Background: an optimization exercise with open tools, aiming at small area, a short achievable clock period and few clock cycles per item. Do not read the settings as production practice.
At most, simulation tests tie the RTL to the original design; equivalence was not proved.
Power and IR drop assume default switching activity.

==> 01-02 <==
==> flow/design.v <==
module modulo_sec#(
  parameter SIZE = 16,
  parameter CALCULATION_OUT = 1'b0 )(
  input clk,
  input rst,
  input [(SIZE-1):0] divident,
  input [(SIZE-1):0] divisor,
  input start,
  output done,
  output [(SIZE-1):0] remainder);
  localparam CW = $clog2(SIZE);
  function [CW-1:0] lzc;
    input [SIZE-1:0] v;
    integer i;
    begin
      lzc = SIZE-1;
      for (i = 0; i < SIZE; i = i + 1)
        if (v[i]) lzc = SIZE-1-i;
    end
  endfunction
  reg busy;
  reg [SIZE-1:0] rem_reg, div_reg;
  reg [CW-1:0] cnt;
  assign done = ~busy;
  assign remainder = rem_reg;
  wire [CW-1:0] lz_a = lzc(divident);
  wire [CW-1:0] lz_b = lzc(divisor);
  wire [CW:0] shift = {1'b0, lz_b} - {1'b0, lz_a};
  wire [SIZE:0] diff = {1'b0, rem_reg} - {1'b0, div_reg};
  always @(posedge clk) begin
    if (busy) begin
      if (~diff[SIZE])
        rem_reg <= diff[SIZE-1:0];
      div_reg <= div_reg >> 1;
      cnt <= cnt - 1'b1;
    end else begin
      if (start)
        rem_reg <= divident;
      div_reg <= divisor << shift[CW-1:0];
      cnt <= shift[CW-1:0];
    end
  end
  always @(posedge clk or posedge rst) begin
    if (rst)
      busy <= 1'b0;
    else if (busy)
      busy <= |cnt;
    else
      busy <= start & ~shift[CW];
  end
endmodule
==> flow/run.sh <==
#!/bin/bash
# synth_recipe.tcl (not shown) runs the flow's synth.tcl, then flattens the netlist and writes it again
# the make line also repeats each setting of config.mk as NAME=value (left out here)
make -C /OpenROAD-flow-scripts/flow DESIGN_CONFIG=/design/flow/config.mk WORK_HOME=/design/flow/orfs CLKGATE_MAP_FILE= SYNTH_SCRIPT=/design/flow/synth_recipe.tcl finish
==> flow/config.mk <==
export PLATFORM = sky130hd
export DESIGN_NAME = modulo_sec
export DESIGN_NICKNAME = modulo_sec
export VERILOG_FILES = /design/flow/design.v
export SDC_FILE = /design/flow/constraint.sdc
export NUM_CORES = 4
export LEC_CHECK = 0
export CAP_MARGIN = 20
export CORE_MARGIN = 2
export CORE_UTILIZATION = 40
export SLEW_MARGIN = 20
==> flow/constraint.sdc <==
create_clock -name core_clock -period 4.0 [get_ports {clk}]
set_input_delay 0.8000 -clock core_clock [delete_from_list [all_inputs] [get_ports {clk}]]
set_output_delay 0.8000 -clock core_clock [all_outputs]
set_load 0.01 [all_outputs]
==> inputs of 07-25, as changes to 01-02 <==
==> flow/design.v (replaced) <==
module modulo_sec#(
  parameter SIZE = 16,
  parameter CALCULATION_OUT = 1'b0 )(
  input clk,
  input rst,
  input [(SIZE-1):0] divident,
  input [(SIZE-1):0] divisor,
  input start,
  output done,
  output [(SIZE-1):0] remainder);
  localparam CW = 4;   
  function [3:0] lzc;
    input [15:0] v;
    reg [3:0] z;
    reg [1:0] lz0, lz1, lz2, lz3, hi;
    begin
      z[3] = ~|v[15:12]; z[2] = ~|v[11:8]; z[1] = ~|v[7:4]; z[0] = ~|v[3:0];
      lz3 = {~v[15] & ~v[14], ~v[15] & (v[14] | ~v[13])};
      lz2 = {~v[11] & ~v[10], ~v[11] & (v[10] | ~v[9])};
      lz1 = {~v[7] & ~v[6], ~v[7] & (v[6] | ~v[5])};
      lz0 = {~v[3] & ~v[2], ~v[3] & (v[2] | ~v[1])};
      hi = {z[3] & z[2], z[3] & (~z[2] | z[1])};
      case (hi)
        2'd0: lzc = {hi, lz3};
        2'd1: lzc = {hi, lz2};
        2'd2: lzc = {hi, lz1};
        default: lzc = {hi, lz0};
      endcase
    end
  endfunction
  function [SIZE:0] sub_bk;
    input [SIZE-1:0] x, y;
    reg [SIZE-1:0] g, p, gn, pn;
    integer i, j, l;
    begin
      for (i = 0; i < SIZE; i = i + 1) begin
        g[i] = ~x[i] & y[i];
        p[i] = ~(x[i] ^ y[i]);
      end
      for (l = 0; (1 << l) < SIZE; l = l + 1) begin
        gn = g; pn = p;
        for (i = 0; i < SIZE; i = i + 1)
          if (((i + 1) % (2 << l)) == 0) begin
            j = i - (1 << l);
            gn[i] = g[i] | (p[i] & g[j]);
            pn[i] = p[i] & p[j];
          end
        g = gn; p = pn;
      end
      for (l = CW - 2; l >= 0; l = l - 1) begin
        gn = g; pn = p;
        for (i = 0; i < SIZE; i = i + 1)
          if (((i + 1) % (2 << l)) == (1 << l) && i > (1 << l)) begin
            j = i - (1 << l);
            gn[i] = g[i] | (p[i] & g[j]);
            pn[i] = p[i] & p[j];
          end
        g = gn; p = pn;
      end
      sub_bk[SIZE] = g[SIZE-1];
      sub_bk[0] = x[0] ^ y[0];
      for (i = 1; i < SIZE; i = i + 1)
        sub_bk[i] = x[i] ^ y[i] ^ g[i-1];
    end
  endfunction
  reg idle, align;
  reg [SIZE-1:0] rem_reg, div_reg;
  reg [CW-1:0] cnt;
  assign done = idle;
  assign remainder = rem_reg;
  wire [CW-1:0] lz_a = lzc(divident);
  wire [CW-1:0] lz_b = lzc(divisor);
  wire [CW:0] shift = {1'b0, lz_b} - {1'b0, lz_a};
  wire [SIZE:0] diff = sub_bk(rem_reg, div_reg);
  always @(posedge clk) begin
    if (idle) begin
      if (start)
        rem_reg <= divident;
      div_reg <= divisor;
      cnt <= shift[CW-1:0];
      align <= |shift[CW-1:0];
    end else if (align) begin
      div_reg <= div_reg << cnt;
      align <= 1'b0;
    end else begin
      if (~diff[SIZE])
        rem_reg <= diff[SIZE-1:0];
      div_reg <= div_reg >> 1;
      cnt <= cnt - 1'b1;
    end
  end
  always @(posedge clk or posedge rst) begin
    if (rst)
      idle <= 1'b1;
    else if (idle)
      idle <= ~start | shift[CW];
    else if (~align)
      idle <= ~|cnt;
  end
endmodule
==> flow/flow/run.sh (new file) <==
#!/bin/bash
# The standard layout, with plain buf_1 cells (not delay cells) as the port buffers.
set -euo pipefail
bash standard.sh BUFFER_PORTS_ARGS="-buffer_cell sky130_fd_sc_hd__buf_1" finish > standard.log 2>&1
==> flow/standard.sh (new file) <==
#!/bin/bash
# synth_recipe.tcl (not shown) runs the flow's synth.tcl, then flattens the netlist and writes it again
# the make line also repeats each setting of config.mk as NAME=value (left out here)
make -C /OpenROAD-flow-scripts/flow DESIGN_CONFIG=/design/flow/config.mk WORK_HOME=/design/flow/orfs CLKGATE_MAP_FILE= SYNTH_SCRIPT=/design/flow/synth_recipe.tcl "${@:-finish}"
--- a/flow/config.mk
+++ b/flow/config.mk
@@ -6,6 +6,9 @@
 export NUM_CORES = 4
 export LEC_CHECK = 0
+export ABC_AREA = 1
 export CAP_MARGIN = 20
 export CORE_MARGIN = 2
 export CORE_UTILIZATION = 40
+export SETUP_SLACK_MARGIN = 1.5
 export SLEW_MARGIN = 20
+export TNS_END_PERCENT = 0
removed: flow/run.sh
==> comparison <==
- 01-02 finished clean. 07-25 produced a clean layout.
- Between 07-25 and 01-02, the lower first-iteration DRC count is in 01-02 (gap about 110%, measured against 01-02).
- Against 07-25, the clock-buffer cell count of 01-02 is higher by 1.
- Against 01-02, the fmax of 07-25 is higher by about 56%.
- Of 01-02 and 07-25, 07-25 has the higher cell count (gap 13%, measured against 07-25).
- In 01-02 the design area is higher than in 07-25, by 4.3%.
- Sequential share of layout area: 07-25 is higher than 01-02 (3.0 points).
- In 07-25 the core utilization is lower than in 01-02, by 4.4 points.
- Between 01-02 and 07-25, the lower combinational power is in 07-25 (gap about 5%, measured against 07-25).
- Of 01-02 and 07-25, 01-02 has the higher worst hold slack (gap 0.013 ns).
Testbench counts of 07-25, summed over its fixed seeds: cycles 6,344, items 1,280.
No functional check of the RTL was part of 01-02.

-- port drivers added, routing unchanged --
No port has a modelled driver above. Below, the same layouts with a new extraction and two added sets of constraints.
Step 1, drivers: a clkbuf_16 drives clk and a buf_2 each remaining input, both assumed.
Step 2 also shifts input and output timing later by t, the mid clock arrival at the registers, as if the neighbouring blocks saw the same clock.
Slacks: ideal ports / drivers / drivers and shift; pairs: ideal ports / drivers.
| run | t, ns | setup WS [ns] | hold slack, ns |
|---|---|---|---|
| 01-02 | 0.319 | 0.272 / 0.274 / -0.045 | 0.476 / 0.476 / 0.476 |
| 07-25 | 0.327 | 1.607 / 1.614 / 1.287 | 0.462 / 0.455 / 0.551 |
With both steps, setup timing fails in 01-02, where it was met with ideal ports. The setup slack of 07-25, which loses most, moves by +0.007 ns with the drivers and by -0.320 ns with both steps.
